What follows belongs to an exercise in optimizing a design on an open flow for a short achievable clock period and few clock cycles; a production flow would make more cautious choices. At most, simulation tests tie the RTL to the original design; equivalence was not proved. Function not checked in run 2: the RTL went through the layout flow alone. Power and IR drop assume default switching activity.

## design.v

```verilog
`timescale 1ns / 1ps
module KSAdd #(parameter W = 32) (
    input  wire [W-1:0] a,
    input  wire [W-1:0] b,
    input  wire         cin,
    output wire [W-1:0] s
    );
    localparam L = (W + 1 > 32) ? 6 : 5;     
    wire [W:0] g [0:L];
    wire [W:0] p [0:L];
    assign g[0] = {a & b, cin};
    assign p[0] = {a ^ b, 1'b0};
    genvar i, j;
    generate
        for (j = 0; j < L; j = j + 1) begin : lvl
            for (i = 0; i <= W; i = i + 1) begin : bitx
                if (i >= (1 << j)) begin : op
                    assign g[j+1][i] = g[j][i] | (p[j][i] & g[j][i - (1 << j)]);
                    assign p[j+1][i] = p[j][i] & p[j][i - (1 << j)];
                end else begin : pass
                    assign g[j+1][i] = g[j][i];
                    assign p[j+1][i] = p[j][i];
                end
            end
        end
    endgenerate
    assign s = p[0][W:1] ^ g[L][W-1:0];
endmodule
module FastCmp #(parameter W = 32) (
    input  wire [W-1:0] a,
    input  wire [W-1:0] b,
    output wire         ltu,
    output wire         eq
    );
    localparam L = (W > 32) ? 6 : 5;         
    wire [W-1:0] g [0:L];
    wire [W-1:0] p [0:L];
    assign g[0] = a & ~b;
    assign p[0] = ~(a ^ b);
    genvar i, j;
    generate
        for (j = 0; j < L; j = j + 1) begin : lvl
            for (i = 0; i < (W >> (j + 1)); i = i + 1) begin : grp
                assign g[j+1][i] = g[j][2*i+1] | (p[j][2*i+1] & g[j][2*i]);
                assign p[j+1][i] = p[j][2*i+1] & p[j][2*i];
            end
            for (i = (W >> (j + 1)); i < W; i = i + 1) begin : pad
                assign g[j+1][i] = 1'b0;
                assign p[j+1][i] = 1'b0;
            end
        end
    endgenerate
    assign ltu = ~(g[L][0] | p[L][0]);
    assign eq  = p[L][0];
endmodule
`timescale 1ns / 1ps
module RV32ICore(
    input  wire        CPU_CLK,
    input  wire        CPU_RST,
    output wire [31:0] IMEM_ADDR,
    input  wire [31:0] IMEM_RDATA,
    output wire [31:0] DMEM_ADDR,
    output wire [3:0]  DMEM_WE,
    output wire [31:0] DMEM_WDATA,
    input  wire [31:0] DMEM_RDATA
    );
    localparam BTB_IB = 4;                
    localparam BTB_N  = 1 << BTB_IB;
    localparam BTB_TB = 8;                
    localparam BTB_XB = 12;               
    wire clk = CPU_CLK;
    wire rst = CPU_RST;
    reg  [29:0] pcF;
    reg  [29:0] pcOut;
    reg  [31:0] maddr;
    reg         f2v, f2skid, f2pt, f2hit;
    reg  [1:0]  f2ctr;
    reg  [29:0] f2pc, f2ptgt;
    reg  [31:0] skid;
    reg         dv, dpt, dhit;
    reg  [1:0]  dctr;
    reg  [29:0] dpc, dptgt;
    reg  [31:0] ir;
    reg  [29:0] dimm;
    reg  [31:1] rs1oh, rs2oh;
    reg         ev, ept, ehit;
    reg  [1:0]  ectr;
    reg  [29:0] epc, elink, ebt, eptgt;
    reg  [31:0] ea, eb, ebx, es, epmi;
    reg         eaM, ebM, esM;
    reg         eAddRR, eAddMR, eAddRM, eSub, eSll, eSr, eSra, eXor, eOr, eAnd, eSlt, eSltu, eLink;
    reg         eBr, eJal, eJalr, eLd, eSt, eWen;
    reg  [2:0]  ef3;
    reg  [4:0]  erd;
    reg  [31:0] mres, mwdata;
    reg  [3:0]  mwe;
    reg         mLd, mWen;
    reg  [2:0]  mf3;
    reg  [4:0]  mrd;
    reg  [31:0] wres;
    reg         wLd, wWen;
    reg  [2:0]  wf3;
    reg  [1:0]  wlo;
    reg  [4:0]  wrd;
    wire [31:0] wdata;
    reg  [31:0] x2val;
    reg         x2Wen;
    reg  [4:0]  x2rd;
    wire        stall;
    reg         rmis;
    reg  [29:0] rnpcT, rnpcN;
    reg         rbrc;
    wire        ek = ev & ~rmis;
    wire        dred;
    reg  [31:0] rf [1:31];
    reg                btbV   [0:BTB_N-1];
    reg  [BTB_TB-1:0]  btbTag [0:BTB_N-1];
    reg  [BTB_XB-1:0]  btbT   [0:BTB_N-1];
    reg  [1:0]         btbC   [0:BTB_N-1];
    wire [31:0] A = eaM ? mres : ea;
    wire [31:0] B = ebM ? mres : eb;
    wire [31:0] S = esM ? mres : es;
    wire [31:0] sumRR, sumMR, sumRM;
    KSAdd #(32) addRR (.a(ea),   .b(ebx),   .cin(eSub), .s(sumRR));
    KSAdd #(32) addMR (.a(mres), .b(ebx),   .cin(eSub), .s(sumMR));
    KSAdd #(32) addRM (.a(ea),   .b(mres),  .cin(1'b0), .s(sumRM));
    wire [31:0] sum   = eaM ? sumMR : sumRR;
    wire        eqRR, eqMR, eqRM, ltuRR, ltuMR, ltuRM;
    FastCmp #(32) cmpRR (.a(ea),   .b(eb),   .ltu(ltuRR), .eq(eqRR));
    FastCmp #(32) cmpMR (.a(mres), .b(eb),   .ltu(ltuMR), .eq(eqMR));
    FastCmp #(32) cmpRM (.a(ea),   .b(mres), .ltu(ltuRM), .eq(eqRM));
    wire        ltRR  = (ea[31] ^ eb[31]) ? ea[31] : ltuRR;
    wire        ltMR  = (mres[31] ^ eb[31]) ? mres[31] : ltuMR;
    wire        ltRM  = (ea[31] ^ mres[31]) ? ea[31] : ltuRM;
    wire        brcRR = (ef3[2] ? (ef3[1] ? ltuRR : ltRR) : eqRR) ^ ef3[0];
    wire        brcMR = (ef3[2] ? (ef3[1] ? ltuMR : ltMR) : eqMR) ^ ef3[0];
    wire        brcRM = (ef3[2] ? (ef3[1] ? ltuRM : ltRM) : eqRM) ^ ef3[0];
    wire        brc   = eaM ? brcMR : (ebM ? brcRM : brcRR);
    wire        lt    = eaM ? ltMR  : (ebM ? ltRM  : ltRR);
    wire        ltu   = eaM ? ltuMR : (ebM ? ltuRM : ltuRR);
    wire [31:0] sll  = A << B[4:0];
    wire [31:0] sr   = $signed({eSra & A[31], A}) >>> B[4:0];
    wire [31:0] res  = ({32{eAddRR}} & sumRR)
                     | ({32{eAddMR}} & sumMR)
                     | ({32{eAddRM}} & sumRM)
                     | ({32{eSll}}  & sll)
                     | ({32{eSr}}   & sr)
                     | ({32{eXor}}  & (A ^ B))
                     | ({32{eOr}}   & (A | B))
                     | ({32{eAnd}}  & (A & B))
                     | ({32{eSlt}}  & {31'd0, lt})
                     | ({32{eSltu}} & {31'd0, ltu})
                     | ({32{eLink}} & {elink, 2'b00});
    wire        taken  = eJal | eJalr | (eBr & brc);
    wire        eptok  = (ebt == eptgt);
    wire        eBJ    = eBr | eJal;
    wire        misT   = ek & (eBJ ? (~ept | ~eptok) : (~eJalr & ept));
    wire        misN   = ek & (eBr ? ept : eJal ? (~ept | ~eptok) : (~eJalr & ept));
    wire        jneq   = eaM ? (mres != epmi) : (ea != epmi);
    wire        misJ   = ek & eJalr & (~ept | jneq);
    wire        mis    = misJ | (brc ? misT : misN);
    wire [29:0] seq    = ({30{dred}}                     & dbt)
                       | ({30{~dred & ~stall & fpt}}     & fptgt)
                       | ({30{~dred & ~stall & ~fpt}}    & (pcF + 30'd1))
                       | ({30{stall}}                    & pcF);
    wire [31:0] jtgt   = eaM ? sumMR : sumRR;
    wire [29:0] enpcT  = eJalr ? jtgt[31:2] : ((eJal | eBr) ? ebt : elink);
    wire [29:0] enpcN  = eJalr ? jtgt[31:2] : (eJal ? ebt : elink);
    wire [29:0] rnpc   = rbrc ? rnpcT : rnpcN;
    wire [29:0] nxt    = rmis ? rnpc : seq;
    wire [29:0] rtgt   = eJalr ? jtgt[31:2] : ebt;
    reg  [3:0]  we_n;
    reg  [31:0] wd_n;
    always @(*) begin
        case (ef3[1:0])
            2'b00:   begin we_n = 4'b0001 << sum[1:0];            wd_n = {4{S[7:0]}};  end
            2'b01:   begin we_n = sum[1] ? 4'b1100 : 4'b0011;     wd_n = {2{S[15:0]}}; end
            default: begin we_n = 4'b1111;                        wd_n = S;            end
        endcase
    end
    wire [6:0] op  = ir[6:0];
    wire [2:0] f3  = ir[14:12];
    wire [4:0] rd  = ir[11:7];
    wire [4:0] rs1 = ir[19:15];
    wire [4:0] rs2 = ir[24:20];
    wire isLUI  = (op == 7'b0110111);
    wire isAUI  = (op == 7'b0010111);
    wire isJAL  = (op == 7'b1101111);
    wire isJALR = (op == 7'b1100111);
    wire isBR   = (op == 7'b1100011);
    wire isLD   = (op == 7'b0000011);
    wire isST   = (op == 7'b0100011);
    wire isOPI  = (op == 7'b0010011);
    wire isOP   = (op == 7'b0110011);
    wire use1 = isJALR | isBR | isLD | isST | isOPI | isOP;
    wire use2 = isBR | isST | isOP;
    wire wen  = (isLUI | isAUI | isJAL | isJALR | isLD | isOPI | isOP) & (rd != 5'd0);
    wire [31:0] immI = {{20{ir[31]}}, ir[31:20]};
    wire [31:0] immS = {{20{ir[31]}}, ir[31:25], ir[11:7]};
    wire [31:0] immB = {{19{ir[31]}}, ir[31], ir[7], ir[30:25], ir[11:8], 1'b0};
    wire [31:0] immU = {ir[31:12], 12'd0};
    wire [31:0] immJ = {{11{ir[31]}}, ir[31], ir[19:12], ir[20], ir[30:21], 1'b0};
    wire eHit1 = ev & eWen & (erd == rs1);
    wire eHit2 = ev & eWen & (erd == rs2);
    wire mHit1 = mWen & (mrd == rs1);
    wire mHit2 = mWen & (mrd == rs2);
    wire wHit1 = wWen & (wrd == rs1);
    wire wHit2 = wWen & (wrd == rs2);
    reg  [31:0] rf1, rf2;
    integer r;
    always @(*) begin
        rf1 = 32'd0;
        rf2 = 32'd0;
        for (r = 1; r < 32; r = r + 1) begin
            rf1 = rf1 | ({32{rs1oh[r]}} & rf[r]);
            rf2 = rf2 | ({32{rs2oh[r]}} & rf[r]);
        end
    end
    wire x2Hit1 = x2Wen & (x2rd == rs1);
    wire x2Hit2 = x2Wen & (x2rd == rs2);
    wire [31:0] rv1e = mHit1 ? mres : (x2Hit1 ? x2val : rf1);
    wire [31:0] rv2e = mHit2 ? mres : (x2Hit2 ? x2val : rf2);
    wire        wb1  = wHit1 & ~mHit1;
    wire        wb2  = wHit2 & ~mHit2;
    wire [31:0] rv2  = wb2 ? wdata : rv2e;
    wire aPc   = isAUI | isJAL;
    wire aZero = isLUI;
    wire bImm  = ~(isOP | isBR);
    wire aFwd  = eHit1 & use1 & ~aPc & ~aZero;
    wire bFwd  = eHit2 & use2 & ~bImm;
    wire sFwd  = eHit2 & isST;
    assign stall = dv & ((ev & eLd & eWen & ((use1 & erd == rs1) | (use2 & erd == rs2))) |
                       (mLd & mWen & ((use1 & mrd == rs1) | (use2 & mrd == rs2))) |
                       (aFwd & bFwd) | (bFwd & fIsSub));
    wire [31:0] immX = isST ? immS : ((isLUI | isAUI) ? immU : immI);
    wire [31:0] aval = wb1 & ~aZero & ~aPc ? wdata :
                       (aZero ? 32'd0 : (aPc ? {dpc, 2'b00} : rv1e));
    wire [31:0] bvale = bImm ? immX : rv2e;
    wire [31:0] bval  = wb2 & ~bImm ? wdata : bvale;
    wire [31:0] bvalx = wb2 & ~bImm ? (fIsSub ? ~wdata : wdata) : (fIsSub ? ~bvale : bvale);
    wire [29:0] dbt;
    KSAdd #(30) addBT (.a(dpc), .b(dimm), .cin(1'b0), .s(dbt));
    wire [31:0] dpmi = {dptgt, 2'b00} - immI;
    assign dred = dv & ~stall & ~dpt & (isJAL | (isBR & ir[31] & ~dhit));
    wire fIsSub  = isOP & (f3 == 3'b000) & ir[30];
    wire fAluOp  = isOP | isOPI;
    wire fLink   = isJAL | isJALR;
    wire fAdd    = (~fAluOp | (f3 == 3'b000)) & ~fLink;
    wire fSll    = fAluOp & (f3 == 3'b001);
    wire fSr     = fAluOp & (f3 == 3'b101);
    wire fSlt    = fAluOp & (f3 == 3'b010);
    wire fSltu   = fAluOp & (f3 == 3'b011);
    wire fXor    = fAluOp & (f3 == 3'b100);
    wire fOr     = fAluOp & (f3 == 3'b110);
    wire fAnd    = fAluOp & (f3 == 3'b111);
    wire [BTB_IB-1:0] fidx = pcF[BTB_IB-1:0];
    wire [BTB_TB-1:0] ftag = pcF[BTB_IB+BTB_TB-1:BTB_IB];
    wire        fhit  = btbV[fidx] & (btbTag[fidx] == ftag);
    wire [1:0]  fctr  = btbC[fidx];
    wire        fpt   = fhit & fctr[1];
    wire [29:0] fptgt = {pcF[29:BTB_XB], btbT[fidx]};
    assign IMEM_ADDR = {pcOut, 2'b00};
    wire [31:0] f2instr = f2skid ? skid : IMEM_RDATA;
    wire [31:1] f2rs1oh, f2rs2oh;
    genvar gi;
    generate
        for (gi = 1; gi < 32; gi = gi + 1) begin : rsdec
            assign f2rs1oh[gi] = (f2instr[19:15] == gi);
            assign f2rs2oh[gi] = (f2instr[24:20] == gi);
        end
    endgenerate
    wire        f2jal   = (f2instr[6:0] == 7'b1101111);
    wire [29:0] f2imm   = f2jal ? {{12{f2instr[31]}}, f2instr[19:12], f2instr[20], f2instr[30:22]}
                                : {{20{f2instr[31]}}, f2instr[7], f2instr[30:25], f2instr[11:9]};
    always @(posedge clk) begin
        if (rst) begin
            pcF <= 30'd0;
            f2v <= 1'b0; f2skid <= 1'b0;
            dv <= 1'b0;
            ev <= 1'b0; rmis <= 1'b0;
            mwe <= 4'd0; mWen <= 1'b0; mLd <= 1'b0;
            wWen <= 1'b0; wLd <= 1'b0; x2Wen <= 1'b0;
        end else begin
            pcF    <= nxt;
            f2v    <= ~rmis & ~dred & (stall ? f2v : 1'b1);
            f2skid <= ~rmis & stall;
            dv     <= ~rmis & (stall ? dv : (f2v & ~dred));
            ev     <= dv & ~stall & ~rmis;
            rmis   <= mis;
            mwe    <= (ek & eSt) ? we_n : 4'd0;
            mWen   <= ek & eWen;
            mLd    <= ek & eLd;
            wWen   <= mWen;
            x2Wen  <= wWen;
            wLd    <= mLd;
        end
        pcOut <= nxt & {30{~rst}};
        if (stall) begin
            if (!f2skid) skid <= IMEM_RDATA;
        end else begin
            f2pc <= pcF; f2pt <= fpt; f2ptgt <= fptgt; f2hit <= fhit; f2ctr <= fctr;
            ir <= f2instr; dimm <= f2imm; rs1oh <= f2rs1oh; rs2oh <= f2rs2oh;
            dpc <= f2pc; dpt <= f2pt; dptgt <= f2ptgt; dhit <= f2hit; dctr <= f2ctr;
        end
        epc <= dpc; elink <= dpc + 30'd1; ebt <= dbt; epmi <= dpmi; eptgt <= dred ? dbt : dptgt;
        ept <= dpt | dred; ehit <= dhit; ectr <= dctr;
        ea  <= aval;
        eb  <= bval;
        ebx <= bvalx;
        es  <= rv2;
        eaM <= aFwd; ebM <= bFwd; esM <= sFwd;
        eSub <= fIsSub; eSll <= fSll; eSr <= fSr; eSra <= ir[30];
        eXor <= fXor; eOr <= fOr; eAnd <= fAnd; eSlt <= fSlt; eSltu <= fSltu;
        eAddRR <= fAdd & ~aFwd & ~bFwd; eAddMR <= fAdd & aFwd; eAddRM <= fAdd & bFwd;
        eLink <= fLink;
        eBr <= isBR; eJal <= isJAL; eJalr <= isJALR; eLd <= isLD; eSt <= isST; eWen <= wen;
        ef3 <= f3; erd <= rd;
        rnpcT <= enpcT; rnpcN <= enpcN; rbrc <= brc;
        mres <= res; maddr <= sum; mwdata <= wd_n; mf3 <= ef3; mrd <= erd;
        wres <= mres; wf3 <= mf3; wlo <= mres[1:0]; wrd <= mrd;
        x2val <= wdata; x2rd <= wrd;
        if (x2Wen) rf[x2rd] <= x2val;
    end
    reg               uV, uTaken, uJ, uHit;
    reg  [1:0]        uCtr;
    reg  [BTB_IB-1:0] uIdx;
    reg  [BTB_TB-1:0] uTag;
    reg  [BTB_XB-1:0] uTgt;
    integer k;
    always @(posedge clk) begin
        uV <= ~rst & ek & (eBr | eJal | eJalr);
        uTaken <= taken; uJ <= eJal | eJalr; uHit <= ehit; uCtr <= ectr;
        uIdx <= epc[BTB_IB-1:0]; uTag <= epc[BTB_IB+BTB_TB-1:BTB_IB]; uTgt <= rtgt[BTB_XB-1:0];
        for (k = 0; k < BTB_N; k = k + 1)
            btbV[k] <= ~rst & (btbV[k] | (uV & uTaken & (uIdx == k)));
        if (uV) begin
            if (uTaken) begin
                btbTag[uIdx] <= uTag;
                btbT[uIdx]   <= uTgt;
                btbC[uIdx]   <= uJ ? 2'b11 : (uHit ? ((uCtr == 2'b11) ? 2'b11 : uCtr + 2'b01) : 2'b10);
            end else if (uHit) begin
                btbC[uIdx]   <= (uCtr == 2'b00) ? 2'b00 : uCtr - 2'b01;
            end
        end
    end
    assign DMEM_ADDR  = maddr;
    assign DMEM_WE    = mwe;
    assign DMEM_WDATA = mwdata;
    wire [7:0]  lb = wlo[1] ? (wlo[0] ? DMEM_RDATA[31:24] : DMEM_RDATA[23:16])
                            : (wlo[0] ? DMEM_RDATA[15:8]  : DMEM_RDATA[7:0]);
    wire [15:0] lh = wlo[1] ? DMEM_RDATA[31:16] : DMEM_RDATA[15:0];
    reg  [31:0] ldata;
    always @(*) begin
        case (wf3)
            3'b000:  ldata = {{24{lb[7]}}, lb};
            3'b100:  ldata = {24'd0, lb};
            3'b001:  ldata = {{16{lh[15]}}, lh};
            3'b101:  ldata = {16'd0, lh};
            default: ldata = DMEM_RDATA;
        endcase
    end
    assign wdata = wLd ? ldata : wres;
endmodule
```

## flow/run.sh

```bash
#!/bin/bash
set -euo pipefail
bash standard.sh SETUP_SLACK_MARGIN=${MARGIN:-6.5} finish > standard_flow.log 2>&1
```

## standard.sh

```bash
#!/bin/bash
# synth_recipe.tcl (not shown) runs the flow's synth.tcl, then flattens the netlist and writes it again
# the make line also repeats each setting of config.mk as NAME=value (left out here)
make -C /OpenROAD-flow-scripts/flow DESIGN_CONFIG=/design/flow/config.mk WORK_HOME=/design/flow/orfs CLKGATE_MAP_FILE= SYNTH_SCRIPT=/design/flow/synth_recipe.tcl "${@:-finish}"
```

## config.mk

```make
export PLATFORM = sky130hd
export DESIGN_NAME = RV32ICore
export DESIGN_NICKNAME = RV32ICore
export VERILOG_FILES = /design/flow/design.v
export SDC_FILE = /design/flow/constraint.sdc
export NUM_CORES = 4
export LEC_CHECK = 0
export CAP_MARGIN = 20
export CORE_MARGIN = 2
export CORE_UTILIZATION = 45
export GPL_ROUTABILITY_DRIVEN = 1
export GPL_TIMING_DRIVEN = 1
export PLACE_DENSITY = 0.6
export SETUP_SLACK_MARGIN = 5
export SLEW_MARGIN = 20
export TNS_END_PERCENT = 100
```

## constraint.sdc

```tcl
create_clock -name core_clock -period 10.0 [get_ports {CPU_CLK}]
set_input_delay 2.0000 -clock core_clock [delete_from_list [all_inputs] [get_ports {CPU_CLK}]]
set_output_delay 2.0000 -clock core_clock [all_outputs]
set_load 0.01 [all_outputs]
```

==> results of run 1 <==
## power by group through the flow
stage | registers (mW) | logic, mW | clock network, mW
floorplan | 11.6 | 2.63 | 0
global placement | 11.7 | 4.77 | 0
detailed placement | 11.7 | 4.81 | 0
global route | 11.6 | 5.76 | 9.35
finish | 11.6 | 5.54 | 8.98
CTS | 11.5 | 5.06 | 8.99
## stage by stage
step	worst slack [ns]	cells	hold WS [ns]	power [mW]	area (um^2)
after floorplan	6.161	8458	0.3096	14.22	102900
after global placement	4.563	11360	0.3138	16.47	108500
after detailed placement	4.550	11360	0.3121	16.53	108500
after CTS	6.398	11870	0.3247	25.56	118300
after global routing	6.298	11930	0.3289	26.68	119900
final	6.281	11940	0.3211	26.07	119900
## final cells by class
cell class / instances / area (um^2) / share of cell area [%]
clock inverter: 144 / 1589 / 1.325
sequential: 2232 / 60600 / 50.52
timing repair inverter: 1 / 7.507 / 0.006259
clock buffer: 279 / 6240 / 5.202
inverter: 294 / 1132 / 0.9441
timing repair buffer: 545 / 5086 / 4.241
multi-input combinational: 5424 / 41500 / 34.60
tap: 3009 / 3765 / 3.139
antenna: 10 / 25.02 / 0.02086
## Yosys cell counts (13+ instances only)
master / n / area, um^2
mux4_2: 88 / 1982
o211ai_1: 65 / 488.0
ha_1: 318 / 3979
a22o_1: 273 / 2391
and2_1: 27 / 168.9
buf_2: 18 / 90.09
nand2b_1: 41 / 256.5
edfxtp_1: 1574 / 47270
o31ai_1: 20 / 150.1
xor2_1: 129 / 1130
mux2i_1: 278 / 2783
xnor2_1: 198 / 1734
a222oi_1: 66 / 660.6
a2111oi_0: 13 / 113.9
nand4_1: 185 / 1157
or2_2: 20 / 125.1
a211oi_1: 109 / 818.3
a21o_1: 81 / 608.1
nor2_1: 616 / 2312
a21oi_1: 492 / 2462
o21bai_1: 34 / 255.2
or3_1: 18 / 112.6
o21ai_0: 246 / 1231
nor3_1: 134 / 670.6
o2111ai_1: 18 / 157.7
dfxtp_1: 658 / 13170
inv_1: 288 / 1081
and3_1: 43 / 269.0
o21a_1: 62 / 465.5
nor2b_1: 67 / 419.2
nor4_1: 38 / 237.7
o22ai_1: 51 / 319.1
a22oi_1: 422 / 3168
nand3_1: 177 / 885.9
a221o_1: 20 / 200.2
a21boi_0: 19 / 142.6
nand2_1: 421 / 1580
mux2_2: 71 / 799.5
buf_1: 69 / 259.0
clkbuf_1: 412 / 1546
a31oi_1: 38 / 237.7
a221oi_1: 349 / 3057
## sequential cells by signal (all words and copies together), names as in the netlist, 31 cells and up
register	flops
btbC	32
btbT	192
btbTag	128
ea	32
eb	32
ebx	32
epmi	32
es	32
ir	32
maddr	32
mres	32
mwdata	32
rf	992
rs1oh	31
rs2oh	31
skid	32
wres	31
x2val	32
## cells by family (layout without fill, tap and decap cells)
family                   Yosys count  after routing  synth area share (%)
AND/OR/NAND/NOR                 1852           1855                 8.507
flip-flops                      2232           2232                 58.86
adder cells (fa/ha/maj)          322            322                 3.953
multiplexers                     440            440                 5.495
buffers and inverters            805           1263                 3.028
AO/OA/AOI/OAI                   2478           2478                 17.37
XOR/XNOR                         327            327                 2.789
other                              1             12              0.003652
## worst paths after layout
check             slack, ns       to
setup / recovery       6.28   ea[26]
hold reg to reg        0.32  uIdx[3]
setup reg to reg       6.28   ea[26]
hold / removal         0.32  uIdx[3]
## critical path: cells and delay by family (launching register included)
family / cells / cell delay [ns]
AO/OA/AOI/OAI: 5 / 1.34
flip-flops: 1 / 0.81
AND/OR/NAND/NOR: 3 / 0.83
buffers and inverters: 1 / 0.60
## layer usage
layer | global-route usage, % | up-vias | wire (um)
met5 | 0.7664 | - | 348
met4 | 20.88 | 30 | 33180
met2 | 52.52 | 7716 | 182600
met1 | 51.44 | 41280 | 169100
li1 | - | 33530 | -
met3 | 14.27 | 1842 | 72890
## timing repair
action | 4_1_cts | 5_1_grt
pin swaps | 42 | 73
endpoints found under the hold margin | 0 | 0
gates cloned | 12 | 7
setup buffers | 73 | 48
endpoints found under the setup margin | 588 | 250
resized for setup | 507 | 241
==> impl_metrics.tcl, run 1 <==
set metrics [dict create \
    status "complete, no violations" \
    cp_slowest_cell "edfxtp_1" \
    grt_first_pass_wirelength_um 618600 \
    fill_cells 19230 \
    power_frac_seq_pct 44.3 \
    fin_crit_sh_pct 37.19 \
    avgSynthCellArea_um2 12.14 \
    power.switching_mw 8.163 \
    routed_via_density 7.069 \
    cp.arrival_ns 4.49 \
    finalSetupTns_ns 0 \
    clk_pin_slew_worst_paths_ns 0.06 \
    start_util_pct 45.22 \
    cts_inserted_buffers 226 \
    postCtsHoldBufs 0 \
    slew_violations 0 \
    clockBufferDepth 3 \
    drtIter0Drc 18170 \
    end_kind "register" \
    pin_count 166 \
    power.clock.fraction_pct 34.4 \
    slew-limit-headroom_pct 8.533 \
    path_cells "buf_4, a222oi_1, nand4_1, nor3_1, a21oi_1, a21oi_1, nor2_1, a21oi_1, o22ai_1" \
    rr_worst_depth 9 \
    skew_ns 0.04824 \
    vdd_drop_max_mv 0.2207 \
    die_width_um 481.7 \
    grt_remaining_overflow 0 \
    clock-root-buffer "clkbuf_16" \
    gp_congestion 1.003 \
    intPower_mw 17.91 \
    mostFrequentLayoutCell "edfxtp_1" \
    drc_errors 0 \
    die-height_um 481.7 \
    path_common_cell "a21oi_1" \
    max_clock_freq_mhz 268.9 \
    first_pass_iters 12 \
    comb_power_share_pct 21.2 \
    synth_area_um2 102700 \
    min_from "epc[3]" \
    coreArea_um2 227100 \
    finalHoldViolations 0 \
    final_cell_mix "1574 x edfxtp_1, 582 x dfxtp_1, 563 x nor2_1" \
    synth_edf_count 1574 \
    finalCriticalPeriod_ns 3.719 \
    crit_required_ns 10.77 \
    post_drt_wl_per_cell_um 38.37 \
    globalRouteTotalUtil_pct 38.10 \
    synth-main-ff-cell "edfxtp_1" \
    grt_pass1_vias 78420 \
    cts.sinks 2232 \
    p_leak_nw 43.17 \
    hold_depth 0 \
    netlist_instances 8457 \
    place_hpwl_um 277600 \
    max_stage_delay_ns 0.81 \
    async_flop_share_pct 0 \
    dieArea_um2 232000 \
    ys_seq_elements 2232 \
    nets 9112 \
    cts_tree "yes" \
    ys_types 87 \
    ant_nets 0 \
    rows 175 \
    routed_wl_um 458000 \
    io_buffers 163 \
    clk_latency_ns 0.91 \
    rsz0062_at_grt "true" \
    hold_class "reg2reg" \
    tightest_slew_ns 1.358 \
    crit_fanout 24 \
    drive_above_1_share_pct 15.80 \
    post-route-util_pct 52.82 \
    r2r-start "rs1oh[28]" \
    syn_to_final_growth_pct 16.80 \
    synth-seq-area-share_pct 58.86 \
    p_per_area_nw_per_um2 217.4 \
    htree_levels 4 \
    grt_max_degree 93 \
    setup_viol 0 \
    crit_start "rs1oh[28]" \
    antenna_found_initial 30 \
    ys_warn_count 5 \
    vias 84390 \
    worstSetupPathType "reg2reg" \
    switching_share_pct 31.31 \
    start_kind "register" \
    max-cap-violations 0 \
]
Testbench counts, summed over its fixed seeds: cycles 310,390.
==> inputs of run 2 (changes only) <==
--- a/design.v
+++ b/design.v
@@ -5,7 +5,7 @@
     input  wire         cin,
     output wire [W-1:0] s
     );
-    localparam L = (W + 1 > 32) ? 6 : 5;     
+    localparam L = $clog2(W + 1);
     wire [W:0] g [0:L];
     wire [W:0] p [0:L];
     assign g[0] = {a & b, cin};
@@ -32,7 +32,7 @@
     output wire         ltu,
     output wire         eq
     );
-    localparam L = (W > 32) ? 6 : 5;         
+    localparam L = $clog2(W);
     wire [W-1:0] g [0:L];
     wire [W-1:0] p [0:L];
     assign g[0] = a & ~b;
@@ -64,7 +64,7 @@
     output wire [31:0] DMEM_WDATA,
     input  wire [31:0] DMEM_RDATA
     );
-    localparam BTB_IB = 4;                
+    localparam BTB_IB = 5;                
     localparam BTB_N  = 1 << BTB_IB;
     localparam BTB_TB = 8;                
     localparam BTB_XB = 12;               
@@ -231,13 +231,13 @@
     wire sFwd  = eHit2 & isST;
     assign stall = dv & ((ev & eLd & eWen & ((use1 & erd == rs1) | (use2 & erd == rs2))) |
                        (mLd & mWen & ((use1 & mrd == rs1) | (use2 & mrd == rs2))) |
-                       (aFwd & bFwd) | (bFwd & fIsSub));
+                       (aFwd & bFwd) | (bFwd & fIsSub) | (fIsSub & wHit2 & ~mHit2 & wLd));
     wire [31:0] immX = isST ? immS : ((isLUI | isAUI) ? immU : immI);
     wire [31:0] aval = wb1 & ~aZero & ~aPc ? wdata :
                        (aZero ? 32'd0 : (aPc ? {dpc, 2'b00} : rv1e));
     wire [31:0] bvale = bImm ? immX : rv2e;
     wire [31:0] bval  = wb2 & ~bImm ? wdata : bvale;
-    wire [31:0] bvalx = wb2 & ~bImm ? (fIsSub ? ~wdata : wdata) : (fIsSub ? ~bvale : bvale);
+    wire [31:0] bvalx = wb2 & ~bImm ? (fIsSub ? ~wres : wdata) : (fIsSub ? ~bvale : bvale);
     wire [29:0] dbt;
     KSAdd #(30) addBT (.a(dpc), .b(dimm), .cin(1'b0), .s(dbt));
     wire [31:0] dpmi = {dptgt, 2'b00} - immI;
@@ -255,9 +255,17 @@
     wire fAnd    = fAluOp & (f3 == 3'b111);
     wire [BTB_IB-1:0] fidx = pcF[BTB_IB-1:0];
     wire [BTB_TB-1:0] ftag = pcF[BTB_IB+BTB_TB-1:BTB_IB];
-    wire        fhit  = btbV[fidx] & (btbTag[fidx] == ftag);
+    reg  [BTB_N-1:0] ehitv, eptv;
+    integer q;
+    always @(*) begin
+        for (q = 0; q < BTB_N; q = q + 1) begin
+            ehitv[q] = btbV[q] & (btbTag[q] == ftag);
+            eptv[q]  = ehitv[q] & btbC[q][1];
+        end
+    end
+    wire        fhit  = ehitv[fidx];
     wire [1:0]  fctr  = btbC[fidx];
-    wire        fpt   = fhit & fctr[1];
+    wire        fpt   = eptv[fidx];
     wire [29:0] fptgt = {pcF[29:BTB_XB], btbT[fidx]};
     assign IMEM_ADDR = {pcOut, 2'b00};
     wire [31:0] f2instr = f2skid ? skid : IMEM_RDATA;
==> flow/run.sh (replaced) <==
#!/bin/bash
set -euo pipefail
bash standard.sh SETUP_SLACK_MARGIN=${MARGIN:-7} finish > standard_flow.log 2>&1
==> impl_metrics.tcl, run 2 <==
set metrics [dict create \
    status "complete, no violations" \
    path_cells "ha_4, fa_2, nor2b_4, o211ai_1, buf_4, a31oi_4, a221o_2, a211o_1, a311o_2, buf_4, xnor2_1, a211oi_2, o211ai_1" \
    start_util_pct 45.27 \
    vdd_drop_max_mv 0.2093 \
    ant_nets 0 \
    routed_via_density 6.972 \
    cp.depth 13 \
    power_mw 36.11 \
    cts_tree "yes" \
    synth_area_um2 118800 \
    routed_wl_um 544200 \
    slew_violations 0 \
    yosysTopAreaCell "edfxtp_1" \
    io_buffers 163 \
    synth-seq-area-share_pct 60.05 \
    regMostFlops "rf" \
    clk_latency_ns 0.96 \
    drive_above_1_share_pct 25.52 \
    mostFrequentLayoutCell "edfxtp_1" \
    rows 188 \
    finalSetupTns_ns 0 \
    pin_count 166 \
    worstSetupPathType "reg2reg" \
    netlist_instances 9615 \
    fin_crit_sh_pct 35.19 \
    clk_pin_slew_worst_paths_ns 0.07 \
    synth-main-ff-cell "edfxtp_1" \
    largest_reg_flops 992 \
    die-height_um 517.9 \
    rr_worst_depth 13 \
    intPower_mw 23.72 \
    crit_required_ns 10.79 \
    avgSynthCellArea_um2 12.36 \
    cts.sinks 2602 \
    ys_types 93 \
    nets 10810 \
    end_kind "register" \
    post_drt_wl_per_cell_um 38.36 \
    globalRouteTotalUtil_pct 38.41 \
    skew_ns 0.07363 \
    drtIter0Drc 18280 \
    clock-root-buffer "clkbuf_16" \
    power.clock.fraction_pct 29.9 \
    cts_inserted_buffers 283 \
    yosysTopAreaCellShare_pct 48.66 \
    start_kind "register" \
    hold_depth 0 \
    place_hpwl_um 322600 \
    synth_edf_count 1926 \
    first_pass_iters 14 \
    grt_max_degree 89 \
    grt_first_pass_wirelength_um 730000 \
    max_clock_freq_mhz 284.2 \
    synth_most_common_cell "edfxtp_1" \
    cp.arrival_ns 4.31 \
    tightest_slew_ns 1.261 \
    switching_share_pct 34.31 \
    cp_slowest_cell "a221o_2" \
    coreArea_um2 262500 \
    async_flop_share_pct 0 \
    synth_common_cells "1926 x edfxtp_1, 676 x dfxtp_1, 659 x nor2_1" \
    hold_class "reg2reg" \
    die_width_um 517.9 \
    antenna_found_initial 33 \
    synth_area_leaders "edfxtp_1 49%, dfxtp_1 11%, ha_1 3.3%" \
    final_cell_mix "1926 x edfxtp_1, 638 x buf_4, 559 x nor2_1" \
    setup_viol 0 \
    crit_fanout 4 \
    syn_to_final_growth_pct 25.40 \
    grt_pass1_vias 91920 \
    max-cap-violations 0 \
    vias 98910 \
    finalHoldViolations 0 \
    ys_warn_count 5 \
    p_leak_nw 53.14 \
    rsz0062_at_grt "true" \
    drc_errors 0 \
    finalCriticalPeriod_ns 3.519 \
    critical-path-top-delay-family "compound AO/OA/AOI/OAI gates" \
    gp_congestion 1.029 \
    dieArea_um2 268200 \
    crit_buf_inv 2 \
    max_stage_delay_ns 0.50 \
    reg.largest.list "rf x992, btbT x384, btbTag x256" \
    slew-limit-headroom_pct 15.81 \
    p_per_area_nw_per_um2 242.3 \
    power_frac_seq_pct 40.6 \
    ys_seq_elements 2602 \
    clockBufferDepth 4 \
    power.switching_mw 12.39 \
    grt_remaining_overflow 0 \
    comb_power_share_pct 29.6 \
    htree_levels 5 \
]
## run 2: changes by cell type after synthesis, moves of 29 or more
cell      before   now
mux4_2        88    59
nor2_1       616   659
buf_4          6    38
a22oi_1      422   375
a21boi_0      19    81
nand4_1      185   216
mux2i_1      278   375
xnor2_1      198   393
nand2_1      421   470
edfxtp_1    1574  1926
o22ai_1       51    81
o221ai_1       5    75
## run 2: power by group through the flow
stage | clock (mW) | sequential [mW] | combinational [mW]
2_1_floorplan | 0 | 14.3 | 4.40
3_3_place_gp | 0 | 14.9 | 7.38
3_5_place_dp | 0 | 14.9 | 7.44
4_1_cts | 10.8 | 14.6 | 9.44
5_1_grt | 11.2 | 14.7 | 11.0
6_report | 10.8 | 14.6 | 10.7
## run 2: per-layer routing
metal  share of wire [%]  routed length, um  track usage (%)
met1                  35             191500            49.43
met2                  41             223200            55.01
met3                  15              82810            13.56
met4                 8.5              46050            24.15
met5                0.11                609           0.4623
## run 2: layout make-up
cell class	count	area, um^2
antenna	17	42.54
clock buffer	366	7641
clock inverter	147	1775
fill	21220	113500
inverter	305	1232
multi-input combinational	6125	50600
sequential	2602	71700
tap	3515	4398
timing repair buffer	1106	11600
timing repair inverter	3	35.03
## run 2: timing repair
| action | 4_1_cts | 5_1_grt |
|---|---|---|
| pin swaps | 251 | 327 |
| setup endpoints to repair | 830 | 670 |
| gates resized for setup | 1570 | 642 |
| cloned | 33 | 16 |
| buffers inserted | 357 | 232 |
| hold buffers | 0 | 0 |
## run 2: final timing paths
check | to | slack, ns | start
worst max register to register | mres[28] | 6.48 | ea[0]
worst max-delay path | mres[28] | 6.48 | ea[0]
worst min register to register | wf3[1] | 0.31 | mf3[1]
worst min-delay path | wf3[1] | 0.31 | mf3[1]
## run 2: cell families (layout without fill, tap and decap cells)
group / Yosys count / count (layout) / synth area share (%)
AOI/OAI and AO/OA: 2726 / 2727 / 16.65
xor gates and xnor gates: 533 / 533 / 3.928
adders and majority gates: 319 / 319 / 3.384
buffers and inverters: 895 / 1927 / 3.020
DFF: 2602 / 2602 / 60.05
muxes: 497 / 497 / 4.879
other: 1 / 19 / 0.003155
and+or+nand+nor: 2042 / 2047 / 8.082
## run 2: through the flow
step / area [um^2] / util [%] / hold slack [ns] / setup slack, ns / cells
2_1_floorplan: 119600 / - / 0.3096 / 6.323 / 9616
6_report: 149000 / 56.77 / 0.3075 / 6.481 / 14190
3_3_place_gp: 125900 / 47.97 / 0.3107 / 5.208 / 13020
3_5_place_dp: 125900 / 47.97 / 0.3161 / 5.146 / 13020
4_1_cts: 143900 / 54.81 / 0.3174 / 6.495 / 13920
5_1_grt: 149000 / 56.76 / 0.3302 / 6.453 / 14170

what the ideal ports hide:
The results above use ideal ports. As a check the final layouts listed here were re-extracted and re-timed, cells and wires unchanged.
Step 1, drivers: a clkbuf_16 drives CPU_CLK and a buf_2 each remaining input, both assumed.
Step 2 times the ports against the registers' clock, not the clock port: input delays grow and output delays shrink by t, the midpoint of the rising clock arrivals with the driver on.
Slacks: ideal ports / drivers / drivers and shift; pairs: ideal ports / drivers.
| run | shift t [ns] | setup slack, ns | hold slack, ns | worst data-port slew with drivers (ns) |
|---|---|---|---|---|
| run 1 | 0.985 | 6.281 / 6.281 / 5.483 | 0.321 / 0.321 / 0.321 | 0.25 |
| run 2 | 1.014 | 6.481 / 6.463 / 5.838 | 0.307 / 0.307 / 0.307 | 0.16 |
After both steps every run listed still meets setup and hold. For run 1, which loses most, drivers alone change the setup slack by 0.000 ns; drivers and shift together by -0.798 ns.
